Source: an optimization exercise on an open RTL-to-GDS flow (aim: small area, a short achievable clock period and few clock cycles per item). Production flows keep margins and buffers that such runs may drop. Where RTL was checked, it was by simulation tests only, not by an equivalence proof against the original.

==> flow/design.v (excerpt) <==
module Reconstructor(
    input enable,
    input CLK,
    input reset,
    input [7:0]height,
    input [7:0]width,
    input Vector_sig,
    input [7:0]mv_x,
    input [7:0]addr_x,
    input [7:0]mv_y,
    input [7:0]addr_y,
    output Nxt_block_sig,
    input [1:0]data_type,
    output [15:0]Tindex,
    input [5:0]pdi,
    output [15:0]index,
    output we,
    output [8:0]datax_out,
    output [8:0]datay_out,
    output [5:0]pdo
    );
export LEC_CHECK = 0
export ABC_CLOCK_PERIOD_IN_PS = 6000
export CAP_MARGIN = 20
export CORE_MARGIN = 2
export CORE_UTILIZATION = 40
export CTS_BUF_LIST = sky130_fd_sc_hd__clkbuf_8
export CTS_CLUSTER_SIZE = 30
export PLACE_DENSITY = 0.6
export SETUP_SLACK_MARGIN = 4.9
export SLEW_MARGIN = 20
create_clock -name core_clock -period 11.0 [get_ports {CLK}]
standard.sh (not shown) runs the stock make flow with config.mk's settings and CLKGATE_MAP_FILE= SYNTH_SCRIPT=/design/flow/synth_recipe.tcl, a recipe that flattens the netlist after the stock synthesis.
==> flow/flow/run.sh <==
#!/bin/bash
# Standard layout, with every port buffered by sky130_fd_sc_hd__buf_1 and a
# clock tree of clkbuf_8 without dummy loads.
set -euo pipefail
export BUFFER_PORTS_ARGS="-buffer_cell sky130_fd_sc_hd__buf_1"
export CTS_ARGS="-sink_clustering_enable -repair_clock_nets -dont_use_dummy_load -buf_list sky130_fd_sc_hd__clkbuf_8 -sink_clustering_size 30 -sink_clustering_max_diameter 150"
bash standard.sh > standard.log 2>&1
Rerun with:
--- a/flow/design.v
+++ b/flow/design.v
@@ -35,30 +35,53 @@
   rx <= mv_x[1:0];
   ry <= mv_y[1:0];
   ser <= (width == 8'd0) | (width == 8'd1) | (width == 8'd255);
 end
 wire hasx = |rx, hasy = |ry;
 function [4:0] oa;
   input [1:0] k;
   input [1:0] rx, ry;
   reg [2:0] cx, cy;
   begin
     cx = k[0] ? {1'b0, rx} : (rx == 2'd0 ? 3'd4 : {1'b0, 2'd0 - rx});
     cy = k[1] ? {1'b0, ry} : (ry == 2'd0 ? 3'd4 : {1'b0, 2'd0 - ry});
-    oa = cx * cy;
+    case ({cx[2], cy[2]})
+      2'b11: oa = 5'd16;
+      2'b10: oa = {1'b0, cy[1:0], 2'b00};
+      2'b01: oa = {1'b0, cx[1:0], 2'b00};
+      default: case ({cx[1:0], cy[1:0]})
+        4'b0101: oa = 5'd1;
+        4'b0110, 4'b1001: oa = 5'd2;
+        4'b0111, 4'b1101: oa = 5'd3;
+        4'b1010: oa = 5'd4;
+        4'b1011, 4'b1110: oa = 5'd6;
+        4'b1111: oa = 5'd9;
+        default: oa = 5'd0;
+      endcase
+    endcase
   end
 endfunction
-wire [4:0] pN = oa(kN, rx, ry) + {(tv ? btype : data_type), 2'b00};
+function [4:0] pri;
+  input [4:0] o;
+  input [1:0] t;
+  pri = {o[4:2] + {1'b0, t}, o[1:0]};
+endfunction
+wire [4:0] oaN = oa(kN, rx, ry);
+wire [4:0] pN = pri(oaN, btype);                          
+wire [4:0] pN0 = pri(oaN, tv ? btype : data_type);       
 wire s_rd = (state == RD), s_tl = (state == TL), s_wr = (state == WR);
-wire gt = {1'b0, preg} > pdi;
+wire [5:0] cp = {1'b0, preg};
+wire [5:0] cg = cp & ~pdi, cl = ~cp & pdi;
+wire [5:0] ce = ~(cg | cl);
+wire gt = cg[5] | ce[5] & (cg[4] | ce[4] & (cg[3] | ce[3] & (cg[2] | ce[2] & (cg[1] | ce[1] & cg[0]))));
 function [2:0] nextk;             
   input [1:0] k;
   input hx, hy;
   begin
     nextk[2] = (~k[0] & hx) | (~k[1] & hy);
     nextk[1:0] = (~k[0] & hx) ? {k[1], 1'b1} : 2'b10;
   end
 endfunction
 function [1:0] first;
   input [3:0] fl;
   first = fl[0] ? 2'd0 : fl[1] ? 2'd1 : fl[2] ? 2'd2 : 2'd3;
 endfunction
@@ -248,21 +271,21 @@
   if (reset)
     state <= IDLE;
   else
     state <= ns;
 always @(posedge CLK) begin
   N <= M;
   kN <= tgt;
   f <= fn;
   case (state)
     S1: begin pv <= 1'b0; tv <= 1'b0; end
     RD: begin
       kP <= kN; pv <= 1'b1;
-      preg <= pN;
+      preg <= pN0;
       if (~tv) btype <= data_type;
       tv <= 1'b1;
     end
     TL: pv <= 1'b0;
     default: ;
   endcase
 end
 endmodule
=> First-iteration DRC count goes up by 26%. Setup slack improves by 0.16 ns. Wire length goes up by about 2%. Cell area goes down by 0.41%. Via count goes up by 0.76%. Sequential share of layout area hardly moves. Final cell count goes up by 0.58%.
Testbench counts after the change, summed over its fixed seeds: cycles 37,693, vectors 5,350.
Function not checked in the first run of this note: the RTL went through the layout flow alone.

---

Another version of the RTL of Reconstructor (not shown whole).
Size in the first run: ~660 cells after synthesis, about 63 flip-flops, roughly 120 I/O pins, ~0.0062 mm² of cells after synthesis.
==> module Reconstructor, before the edit <==
module Reconstructor(
    input enable,
    input CLK,
    input reset,
    input [7:0]height,
    input [7:0]width,
    input Vector_sig,
    input [7:0]mv_x,
    input [7:0]addr_x,
    input [7:0]mv_y,
    input [7:0]addr_y,
    output Nxt_block_sig,
    input [1:0]data_type,
    output [15:0]Tindex,
    input [5:0]pdi,
    output [15:0]index,
    output we,
    output [8:0]datax_out,
    output [8:0]datay_out,
    output [5:0]pdo
    );
localparam IDLE = 3'd0, WAIT = 3'd1, S1 = 3'd2, RD0 = 3'd3, CMP = 3'd4, RD = 3'd5;
reg [2:0] state;
reg [15:0] I, N;          
reg jxN, jyN, nval;       
reg [4:0] preg;           
reg [1:0] btype;
reg [7:0] ry0, rx0;
reg hasx, hasy;
always @(posedge CLK) begin
  ry0 <= addr_y + mv_y[7:2];
  rx0 <= addr_x + mv_x[7:2];
  hasx <= |mv_x[1:0];
  hasy <= |mv_y[1:0];
end
function [4:0] oa;
  input jx, jy;
  input [1:0] rx, ry;
  reg [2:0] cx, cy;
  begin
    cx = jx ? {1'b0, rx} : (rx == 2'd0 ? 3'd4 : {1'b0, 2'd0 - rx});
    cy = jy ? {1'b0, ry} : (ry == 2'd0 ? 3'd4 : {1'b0, 2'd0 - ry});
    oa = cx * cy;
  end
endfunction
wire s_cmp = (state == CMP);
wire s_rd0 = (state == RD0);
wire wr = s_cmp & ({1'b0, preg} > pdi);
wire last = ~nval;
wire adv = s_rd0 | (s_cmp & ~last);    
wire nx_v = (~jxN & hasx) | (~jyN & hasy);
wire nx_x = ~jxN & hasx;
wire nx_y = (~jxN & hasx) ? jyN : 1'b1;
wire tmode = (state == IDLE) | (state == WAIT) | (s_cmp & last);
wire tgt_x = (state == S1) ? 1'b0 : (state == RD) ? jxN : nx_x;
wire tgt_y = (state == S1) ? 1'b0 : (state == RD) ? jyN : nx_y;
wire [7:0] op = tmode ? addr_y : ry0 + {7'd0, tgt_y};
wire [7:0] ax = tmode ? addr_x : rx0 + {7'd0, tgt_x};
wire [15:0] M = op * width + {8'd0, ax} + {8'hFF, ~width};
assign Nxt_block_sig = (state == WAIT) | (s_cmp & last & ~wr);
assign Tindex = N;
assign index = (s_rd0 | (s_cmp & ~wr)) ? N : I;
assign we = wr;
assign pdo = {1'b0, preg};
assign datax_out = {1'b0, mv_x};
assign datay_out = {1'b0, mv_y};
always @(posedge CLK or posedge reset)
  if (reset)
    state <= IDLE;
  else
    case (state)
      IDLE: if (enable) state <= WAIT;
      WAIT: if (Vector_sig) state <= S1;
      S1:   state <= RD0;
      RD0:  state <= CMP;
      CMP:  if (last) state <= (~wr & Vector_sig) ? S1 : WAIT;
            else if (wr) state <= RD;
      RD:   state <= CMP;
      default: state <= IDLE;
    endcase
always @(posedge CLK) begin
  N <= M;
  if (state == S1) begin
    jxN <= 1'b0; jyN <= 1'b0; nval <= 1'b1;
  end
  if (s_rd0)
    btype <= data_type;
  if (adv) begin
    I <= N;
    preg <= oa(jxN, jyN, mv_x[1:0], mv_y[1:0]) + {(s_rd0 ? data_type : btype), 2'b00};
    nval <= nx_v; jxN <= nx_x; jyN <= nx_y;
  end
end
endmodule
clock: 11.0 ns
lec_check: 0
abc_clock_period_in_ps: 6000
cap_margin: 20
core_margin: 2
core_utilization: 40
cts_buf_list: sky130_fd_sc_hd__clkbuf_8
cts_cluster_size: 30
place_density: 0.6
setup_slack_margin: 4.5
slew_margin: 20
==> flow/flow/run.sh <==
#!/bin/bash
# Standard layout, with every port buffered by sky130_fd_sc_hd__buf_1.
set -euo pipefail
export BUFFER_PORTS_ARGS="-buffer_cell sky130_fd_sc_hd__buf_1"
bash standard.sh > standard.log 2>&1
Testbench counts at the start, summed over its fixed seeds: cycles 37,029, vectors 5,350.
==> next run, changes <==
--- a/flow/design.v
+++ b/flow/design.v
@@ -53,13 +53,30 @@
 wire nx_y = (~jxN & hasx) ? jyN : 1'b1;
 wire tmode = (state == IDLE) | (state == WAIT) | (s_cmp & last);
 wire tgt_x = (state == S1) ? 1'b0 : (state == RD) ? jxN : nx_x;
 wire tgt_y = (state == S1) ? 1'b0 : (state == RD) ? jyN : nx_y;
 wire [7:0] op = tmode ? addr_y : ry0 + {7'd0, tgt_y};
 wire [7:0] ax = tmode ? addr_x : rx0 + {7'd0, tgt_x};
-wire [15:0] M = op * width + {8'd0, ax} + {8'hFF, ~width};
+function [8:0] bpp;              
+  input b2, b1, b0;
+  input [7:0] w;
+  reg one, two;
+  begin
+    one = b1 ^ b0;
+    two = (b2 & ~b1 & ~b0) | (~b2 & b1 & b0);
+    bpp = ({9{one}} & {1'b0, w} | {9{two}} & {w, 1'b0}) ^ {9{b2}};
+  end
+endfunction
+wire [8:0] pp0 = bpp(op[1], op[0], 1'b0, width);
+wire [8:0] pp1 = bpp(op[3], op[2], op[1], width);
+wire [8:0] pp2 = bpp(op[5], op[4], op[3], width);
+wire [8:0] pp3 = bpp(op[7], op[6], op[5], width);
+wire [15:0] ex = {~op[7], 1'b1, ~op[5], 1'b1, ~op[3], 1'b1, ~op[1], 1'b1,
+                  1'b0, op[7], 1'b0, op[5], 1'b0, op[3], 1'b0, op[1]};
+wire [15:0] M = {7'd0, pp0} + {5'd0, pp1, 2'd0} + {3'd0, pp2, 4'd0} + {1'd0, pp3, 6'd0}
+              + {op[7] ? width : 8'd0, 8'd0} + ex + {8'd0, ax} + {8'd0, ~width};
 assign Nxt_block_sig = (state == WAIT) | (s_cmp & last & ~wr);
 assign Tindex = N;
 assign index = (s_rd0 | (s_cmp & ~wr)) ? N : I;
 assign we = wr;
 assign pdo = {1'b0, preg};
 assign datax_out = {1'b0, mv_x};
Effect: The new run went through all stages and came out clean. Cell area rises by about 12%. Maximum frequency fell by 2.1%. Wire length went up by about 40%. Global-route usage rises by 4.1 points. Core utilization came out higher by 1.7 points. Clock-buffer cell count climbs by 1. Sequential cell count is unchanged. Final cell count is higher by about 15%. Worst setup slack is worse by 0.14 ns.
Function not checked in the second run of this note: the RTL went through the layout flow alone.

-- re-timing with driven ports --
Ports are ideal in the flow. The routed layouts listed here were re-timed in OpenROAD. Step 1: set_driving_cell puts a clkbuf_16 on CLK and a buf_2 on each other input, an assumption about the parent block. Step 2 times the ports against the registers' clock, not the clock port: input delays grow and output delays shrink by t, the midpoint of the rising clock arrivals with the driver on. Three values: ideal, step 1, step 2; two values: the first two.
| run | t, ns | setup WS [ns] | worst setup path after step 2 | clock arrival spread, ns | pins driven straight from the clock port |
|---|---|---|---|---|---|
| the first run of note 1 | 0.387 | 4.923 / 4.901 / 4.654 | input to register | 0.026 / 0.026 | 1 |
| the second run of note 1 | 0.388 | 5.080 / 5.094 / 4.707 | input to register | 0.022 / 0.023 | 1 |
| the first run of note 2 | 0.373 | 4.670 / 4.668 / 4.295 | input to register | 0.016 / 0.016 | 1 |
| the second run of note 2 | 0.374 | 4.533 / 4.537 / 4.163 | input to register | 0.013 / 0.013 | 1 |
After both steps every run listed still meets setup and hold. The setup slack of the first run of note 2, which loses most, moves by -0.002 ns with the drivers and by -0.375 ns with both steps.
